Background: an optimization exercise with open tools, aiming at small area. Do not read the settings as production practice.
In this exercise RTL edits were held to simulation tests only and were not proved equivalent to the original.

`design/flow/config.mk`:
```
export PLATFORM = sky130hd
export DESIGN_NAME = cordic_pipe_rtl
export DESIGN_NICKNAME = cordic_pipe_rtl
export VERILOG_FILES = /design/flow/design.v
export SDC_FILE = /design/flow/constraint.sdc
export NUM_CORES = 4
export LEC_CHECK = 0
export CAP_MARGIN = 20
export CORE_MARGIN = 2
export CORE_UTILIZATION = 60
export SLEW_MARGIN = 20
```
`design/flow/constraint.sdc`:
```
create_clock -name core_clock -period 5.0 [get_ports {clock}]
set_input_delay 1.0000 -clock core_clock [delete_from_list [all_inputs] [get_ports {clock}]]
set_output_delay 1.0000 -clock core_clock [all_outputs]
set_load 0.01 [all_outputs]
```
`design/flow/design.v`:
```
module rca12 #(parameter J = 0) (input [11:0] a, input [11:0] b, input neg, output [11:0] y);
wire signed [11:0] bs = b;
wire [11:0] x = (bs >>> J) ^ {12{neg}};
wire [12:0] c;
assign c[0] = neg;
genvar i;
generate for (i = 0; i < 12; i = i + 1) begin : g
  assign y[i] = a[i] ^ x[i] ^ c[i];
  assign c[i+1] = (a[i] & x[i]) | (a[i] & c[i]) | (x[i] & c[i]);
end endgenerate
endmodule
module hyb12 #(parameter J = 1) (input [11:0] a, input [11:0] b, input neg, output [11:0] y);
localparam N = 12 - J;
wire signed [11:0] bs = b;
wire [11:0] x = (bs >>> J) ^ {12{neg}};
wire [N:0] c;
assign c[0] = neg;
genvar i;
generate for (i = 0; i < N; i = i + 1) begin : g
  assign y[i] = a[i] ^ x[i] ^ c[i];
  assign c[i+1] = (a[i] & x[i]) | (a[i] & c[i]) | (x[i] & c[i]);
end endgenerate
wire k = b[11] ^ neg;
wire chg = k ^ c[N];
wire up = c[N];
wire [J:0] run;
assign run[0] = chg;
generate for (i = 0; i < J; i = i + 1) begin : h
  assign y[N+i] = a[N+i] ^ run[i];
  assign run[i+1] = run[i] & ~(a[N+i] ^ up);
end endgenerate
endmodule
module mul621_fast (input [11:0] x, output [11:0] y);
wire signed [11:0] xx = x;
wire signed [21:0] xs = xx;
wire signed [21:0] a = (xs <<< 3) + xs;
wire signed [21:0] p = (a <<< 6) + (a <<< 2) + a;
assign y = p[21:10];
endmodule
module rcaN #(parameter N = 8) (input [N-1:0] a, input [N-1:0] b, input ci, output [N-1:0] s);
wire [N:0] c; assign c[0] = ci;
genvar i;
generate for (i = 0; i < N; i = i + 1) begin : g
  assign s[i] = a[i] ^ b[i] ^ c[i];
  assign c[i+1] = (a[i] & b[i]) | (a[i] & c[i]) | (b[i] & c[i]);
end endgenerate
endmodule
module mul621_rca (input [11:0] x, output [11:0] y);
wire signed [11:0] xx = x;
wire signed [21:0] xs = xx;
wire [21:0] a, b, p;
rcaN #(22) u1 (xs <<< 3, xs, 1'b0, a);
rcaN #(22) u2 (a << 4, a, 1'b0, b);
rcaN #(22) u3 (b << 2, a, 1'b0, p);
assign y = p[21:10];
endmodule
module cordic_pipe_rtl( clock, reset, ce, angle_in, sin_out, cos_out, valid_out );
input clock, reset, ce;
input [11:0] angle_in;
output [11:0] sin_out, cos_out;
output valid_out;
reg [3:0] vcnt;
always @(posedge clock) if (reset) vcnt <= 4'd0; else if (ce && vcnt != 4'd15) vcnt <= vcnt + 4'd1;
assign valid_out = (vcnt == 4'd15);
wire signed [11:0] a = angle_in;
wire d0 = (a > 12'sd0);
wire signed [12:0] z1 = d0 ? a - 13'sd804 : a + 13'sd804;
wire signed [10:0] z1c = (z1 > 13'sd1023) ? 11'sd1023 : (z1 < -13'sd1024) ? -11'sd1024 : z1[10:0];
reg [11:0] r0; always @(posedge clock) if (ce) r0 <= {d0, z1c};
wire signed [10:0] q1 = r0[10:0];
wire d1 = (q1 > 11'sd0);
wire signed [11:0] z2 = d1 ? q1 - 12'sd475 : q1 + 12'sd475;
wire signed [9:0] z2c = (z2 > 12'sd511) ? 10'sd511 : (z2 < -12'sd512) ? -10'sd512 : z2[9:0];
reg [11:0] r1; always @(posedge clock) if (ce) r1 <= {r0[11], d1, z2c};
wire signed [9:0] q2 = r1[9:0];
wire d2 = (q2 > 10'sd0);
wire signed [10:0] z3 = d2 ? q2 - 11'sd251 : q2 + 11'sd251;
wire signed [8:0] z3c = (z3 > 11'sd255) ? 9'sd255 : (z3 < -11'sd256) ? -9'sd256 : z3[8:0];
reg [11:0] r2; always @(posedge clock) if (ce) r2 <= {r1[11:10], d2, z3c};
wire signed [8:0] q3 = r2[8:0];
wire d3 = (q3 > 9'sd0);
wire signed [9:0] y = d3 ? q3 : q3 + 10'sd254;
wire [6:0] v = y[9] ? 7'd0 : y[8] ? 7'd127 : y[7:1];
reg [10:0] r3; always @(posedge clock) if (ce) r3 <= {r2[11:9], d3, v};
reg [10:0] r4; always @(posedge clock) if (ce) r4 <= r3;
reg [10:0] r5; always @(posedge clock) if (ce) r5 <= r4;
reg [10:0] r6; always @(posedge clock) if (ce) r6 <= r5;
reg [10:0] r7; always @(posedge clock) if (ce) r7 <= r6;
reg [10:0] r8; always @(posedge clock) if (ce) r8 <= r7;
reg [11:0] sl1, cl2;
always @* case (r8[10:6])
  5'd0: begin sl1 = 12'd2421; cl2 = 12'd3911; end
  5'd1: begin sl1 = 12'd2411; cl2 = 12'd25; end
  5'd2: begin sl1 = 12'd2427; cl2 = 12'd233; end
  5'd3: begin sl1 = 12'd2469; cl2 = 12'd439; end
  5'd4: begin sl1 = 12'd2531; cl2 = 12'd625; end
  5'd5: begin sl1 = 12'd2621; cl2 = 12'd815; end
  5'd6: begin sl1 = 12'd2733; cl2 = 12'd991; end
  5'd7: begin sl1 = 12'd2867; cl2 = 12'd1153; end
  5'd8: begin sl1 = 12'd2943; cl2 = 12'd1229; end
  5'd9: begin sl1 = 12'd3105; cl2 = 12'd1363; end
  5'd10: begin sl1 = 12'd3281; cl2 = 12'd1475; end
  5'd11: begin sl1 = 12'd3471; cl2 = 12'd1565; end
  5'd12: begin sl1 = 12'd3657; cl2 = 12'd1627; end
  5'd13: begin sl1 = 12'd3863; cl2 = 12'd1669; end
  5'd14: begin sl1 = 12'd4071; cl2 = 12'd1685; end
  5'd15: begin sl1 = 12'd185; cl2 = 12'd1675; end
  5'd16: begin sl1 = 12'd3911; cl2 = 12'd1675; end
  5'd17: begin sl1 = 12'd25; cl2 = 12'd1685; end
  5'd18: begin sl1 = 12'd233; cl2 = 12'd1669; end
  5'd19: begin sl1 = 12'd439; cl2 = 12'd1627; end
  5'd20: begin sl1 = 12'd625; cl2 = 12'd1565; end
  5'd21: begin sl1 = 12'd815; cl2 = 12'd1475; end
  5'd22: begin sl1 = 12'd991; cl2 = 12'd1363; end
  5'd23: begin sl1 = 12'd1153; cl2 = 12'd1229; end
  5'd24: begin sl1 = 12'd1229; cl2 = 12'd1153; end
  5'd25: begin sl1 = 12'd1363; cl2 = 12'd991; end
  5'd26: begin sl1 = 12'd1475; cl2 = 12'd815; end
  5'd27: begin sl1 = 12'd1565; cl2 = 12'd625; end
  5'd28: begin sl1 = 12'd1627; cl2 = 12'd439; end
  5'd29: begin sl1 = 12'd1669; cl2 = 12'd233; end
  5'd30: begin sl1 = 12'd1685; cl2 = 12'd25; end
  5'd31: begin sl1 = 12'd1675; cl2 = 12'd3911; end
endcase
wire [11:0] s3, c4;
hyb12 #(5) us3 (.a(sl1), .b(cl2), .neg(~r8[5]), .y(s3));
hyb12 #(5) uc4 (.a(cl2), .b(sl1), .neg(r8[5]), .y(c4));
reg [11:0] rs9, rc9;
reg [4:0] rd9;
always @(posedge clock) if (ce) begin rs9 <= s3; rc9 <= c4; rd9 <= r8[4:0]; end
wire [11:0] s5, c6;
hyb12 #(6) us5 (.a(rs9), .b(rc9), .neg(~rd9[4]), .y(s5));
hyb12 #(6) uc6 (.a(rc9), .b(rs9), .neg(rd9[4]), .y(c6));
reg [11:0] rs10, rc10;
reg [3:0] rd10;
always @(posedge clock) if (ce) begin rs10 <= s5; rc10 <= c6; rd10 <= rd9[3:0]; end
wire [11:0] s7, c8;
hyb12 #(7) us7 (.a(rs10), .b(rc10), .neg(~rd10[3]), .y(s7));
hyb12 #(7) uc8 (.a(rc10), .b(rs10), .neg(rd10[3]), .y(c8));
reg [11:0] rs11, rc11;
reg [2:0] rd11;
always @(posedge clock) if (ce) begin rs11 <= s7; rc11 <= c8; rd11 <= rd10[2:0]; end
wire [11:0] s9, c10;
hyb12 #(8) us9 (.a(rs11), .b(rc11), .neg(~rd11[2]), .y(s9));
hyb12 #(8) uc10 (.a(rc11), .b(rs11), .neg(rd11[2]), .y(c10));
reg [11:0] rs12, rc12;
reg [1:0] rd12;
always @(posedge clock) if (ce) begin rs12 <= s9; rc12 <= c10; rd12 <= rd11[1:0]; end
wire [11:0] s11, c12;
hyb12 #(9) us11 (.a(rs12), .b(rc12), .neg(~rd12[1]), .y(s11));
hyb12 #(9) uc12 (.a(rc12), .b(rs12), .neg(rd12[1]), .y(c12));
wire [11:0] s13, c14;
hyb12 #(10) us13 (.a(s11), .b(c12), .neg(~rd12[0]), .y(s13));
hyb12 #(10) uc14 (.a(c12), .b(s11), .neg(rd12[0]), .y(c14));
reg [11:0] rs13, rc13;
always @(posedge clock) if (ce) begin rs13 <= s13; rc13 <= c14; end
wire [11:0] ms15, mc16;
mul621_fast ums15 (.x(rs13), .y(ms15));
mul621_fast umc16 (.x(rc13), .y(mc16));
reg [11:0] rs14, rc14;
always @(posedge clock) if (ce) begin rs14 <= ms15; rc14 <= mc16; end
assign sin_out = rs14; assign cos_out = rc14;
endmodule
```
`design/flow/run.sh`:
```
#!/bin/bash
# synth_recipe.tcl (not shown) runs the flow's synth.tcl, then flattens the netlist and writes it again
# the make line also repeats each setting of config.mk as NAME=value (left out here)
make -C /OpenROAD-flow-scripts/flow DESIGN_CONFIG=/design/flow/config.mk WORK_HOME=/design/flow/orfs CLKGATE_MAP_FILE= SYNTH_SCRIPT=/design/flow/synth_recipe.tcl finish
```
==> flow_summary_export.csv <==
group,metric,value,unit
run_status,status,"no timing/DRC/antenna violations",
clocking,cts_buffers,31,
setup_path,crit_path_cell_trace,"nor2_1 > a21oi_2 > fa_1 > inv_1 > fa_2 > nand2_1 > nor4_2 > or2_2 > nand2_1 > a21oi_2 > xnor2_1 > mux2_2 > fa_2 > or3_1 > mux2i_2 > o21ai_4 > a211oi_4 > mux2i_1 > xor2_1",
yosys,synthCells,1582,
placement,portBuffers,39,
setup_path,worstPathMaxFanout,5,
yosys,synthArstFlopShare,0,%
placement,dp_slack,-0.02044,ns
floorplanning,core-area,29480,µm²
sta,fin_crit,4.766,ns
sta,finalSetupTns,0,ns
sta,relSlewSlack,31.28,%
route,drtPass1Iterations,5,
final_layout,most-common-layout-cells,"260 x edfxtp_1, 161 x inv_1, 159 x xnor2_1",
yosys,ys_seq_area_share,46.71,%
sta,drv_slew,0,
route,num_vias,11090,
route,antenna_left,0,
global_routing,grtUsageTotal,19.68,%
clocking,cts.sinks,286,
route,wire_per_inst,14.59,µm
yosys,syn_nets,1761,
global_routing,antenna_found_initial,0,
placement,place.gp.congestion,0.8591,
clocking,cts_tree,"built",
final_layout,drive_gt1_share,9.626,%
route,drtIter0Drc,541,
min_path,hold_path_depth,0,
sta,setup_viol,0,
clocking,cts_max_level,1,
sta,max_freq,0.2098,GHz
floorplanning,dieArea,31110,µm²
route,vias_per_cell,5.351,
job,maxCapViolations,0,
clocking,clock_latency,0.55,ns
sta,fin_skew,0.007877,ns
setup_path,worstSetupPathType,"reg -> reg",
route,drcViolationCount,0,
global_routing,grt_overflow,0,
floorplanning,die_h,176.4,µm
sta,hold_violations,0,
sta,rsz0062_at_grt,"yes",
final_layout,final_common_cell,"edfxtp_1",
setup_path,r2r_setup_slack,0.23,ns
setup_path,worstSetupEndpointType,"register",
floorplanning,start_util,60.48,%
sta,worst_pin_slew,1.002,ns
setup_path,critPathSlowestCell,"edfxtp_1",
sta,period_share,95.32,%
final_layout,stdcell_area,20130,µm²
yosys,mappedNetlistArea,17830,µm²
yosys,synth_edf_count,260,
floorplanning,ioPinCount,40,
placement,dpl_cell_area,18840,µm²
clocking,clkTransAtPathRegs,0.06,ns
sta,hold_slack,0.4172,ns
final_layout,final_cell_count_no_fill,2073,
clocking,ctsHoldBuffers,0,
yosys,synth-seq-cells,286,
global_routing,grt_max_degree,168,
final_layout,insertedDiodeCount,0,
min_path,min_path_type,"reg -> reg",
placement,dp_hpwl,22110,µm
setup_path,rr_worst_depth,19,
setup_path,start_kind,"register",
setup_path,cp.arrival,5.07,ns
clocking,cts_root_buffer,"clkbuf_16",
yosys,ys.flop_type,"edfxtp_1",
final_layout,area_growth,12.90,%
route,routed_wl,30240,µm
floorplanning,rows,63,
floorplanning,die_x,176.4,µm
yosys,yosysWarnings,1,
yosys,synth_cell_types,72,
final_layout,seq_area,8328,µm²
final_layout,utilization,68.29,%
final_layout,fillers,2218,
placement,dpl.cell_count,2003,
global_routing,grt_pass1_vias,10830,
sta,worst_slack,0.2340,ns
setup_path,cp_data_required_time,5.30,ns
setup_path,max_stage_delay,0.48,ns
clocking,clk_path_buf_depth,3,
final_layout,multi_input_area,8861,µm²
yosys,synth.avg_cell_area,11.27,µm²
final_layout,layout.nets,1839,
global_routing,grt_first_pass_wirelength,50410,µm
[routing by layer]
metal,vias up,wire length (µm),track usage (%)
li1,5683,-,-
met1,5233,13560,25.34
met2,135,15210,35.54
met3,41,907,2.433
met4,0,550,4.649
met5,-,0,0
[critical path: cells and delay by family (launching register included)]
| kind | cells | cell delay (ns) |
|---|---|---|
| simple gates | 6 | 1.16 |
| fa+ha+maj | 3 | 0.97 |
| mux | 3 | 0.88 |
| xor+xnor | 2 | 0.24 |
| compound gates | 4 | 0.69 |
| buf+inv | 1 | 0.08 |
| flops | 1 | 0.48 |
[cells in the mapped netlist, types with 15 or more instances]
master | number | area share, %
a21o_1 | 22 | 0.93
a21oi_1 | 78 | 2.2
clkbuf_1 | 36 | 0.76
dfxtp_1 | 26 | 2.9
edfxtp_1 | 260 | 44
fa_1 | 69 | 7.7
ha_1 | 95 | 6.7
inv_1 | 161 | 3.4
mux2i_1 | 22 | 1.2
nand2_1 | 96 | 2.0
nand3_1 | 28 | 0.79
nor2_1 | 101 | 2.1
nor3_1 | 30 | 0.84
o21a_1 | 15 | 0.63
o21ai_0 | 65 | 1.8
xnor2_1 | 160 | 7.9
xor2_1 | 92 | 4.5
[worst paths after layout]
| check | startpoint | to |
|---|---|---|
| min reg2reg | r3[9] | r4[9] |
| max reg2reg | rd12[1] | rc13[9] |
| min | r3[9] | r4[9] |
| max | rd12[1] | rc13[9] |
[layout make-up]
class                           count  share of cell area, %
Inverter                          161                  3.002
Tap cell                          390                  2.424
Clock inverter                     21                  1.224
Timing Repair Buffer               93                  4.040
Clock buffer                       35                  3.928
Sequential cell                   286                  41.37
Multi-Input combinational cell   1087                  44.01
[logic make-up after synthesis]
kind of cell               share of synthesized area (%)
muxes                                              1.881
AOI/OAI and AO/OA                                  9.894
and+or+nand+nor                                    9.943
buffers and inverters                              4.463
adders and majority gates                          14.58
DFF                                                46.71
xor gates and xnor gates                           12.53
[what timing repair did]
action | 4_1_cts | 5_1_grt
buffers inserted | 1 | 13
setup endpoints to repair | 2 | 23
gates resized for setup | 2 | 31
pin swaps | 0 | 12

re-timing with driven ports:
Ports are ideal in the flow. The routed layout listed here was re-timed in OpenROAD.
Step 1 sets driving cells, clkbuf_16 on the clock port and buf_2 on the other inputs (assumed; they add their load-dependent delay and slew).
Step 2 times the ports against the registers' clock, not the clock port: input delays grow and output delays shrink by t, the midpoint of the rising clock arrivals with the driver on.
Slacks: no drivers / after step 1 / after step 2; pairs: no drivers / after step 1.
shift t [ns]: 0.602
setup slack, ns: 0.234 / 0.234 / 0.037
latest minus earliest clock arrival (ns): 0.009 / 0.010
slew at the worst register clock pin (ns): 0.06 / 0.06
cell pins on the clock port's net: 1
After both steps setup and hold are still met in this run. The setup slack of this run moves by 0.000 ns with the drivers and by -0.197 ns with both steps.
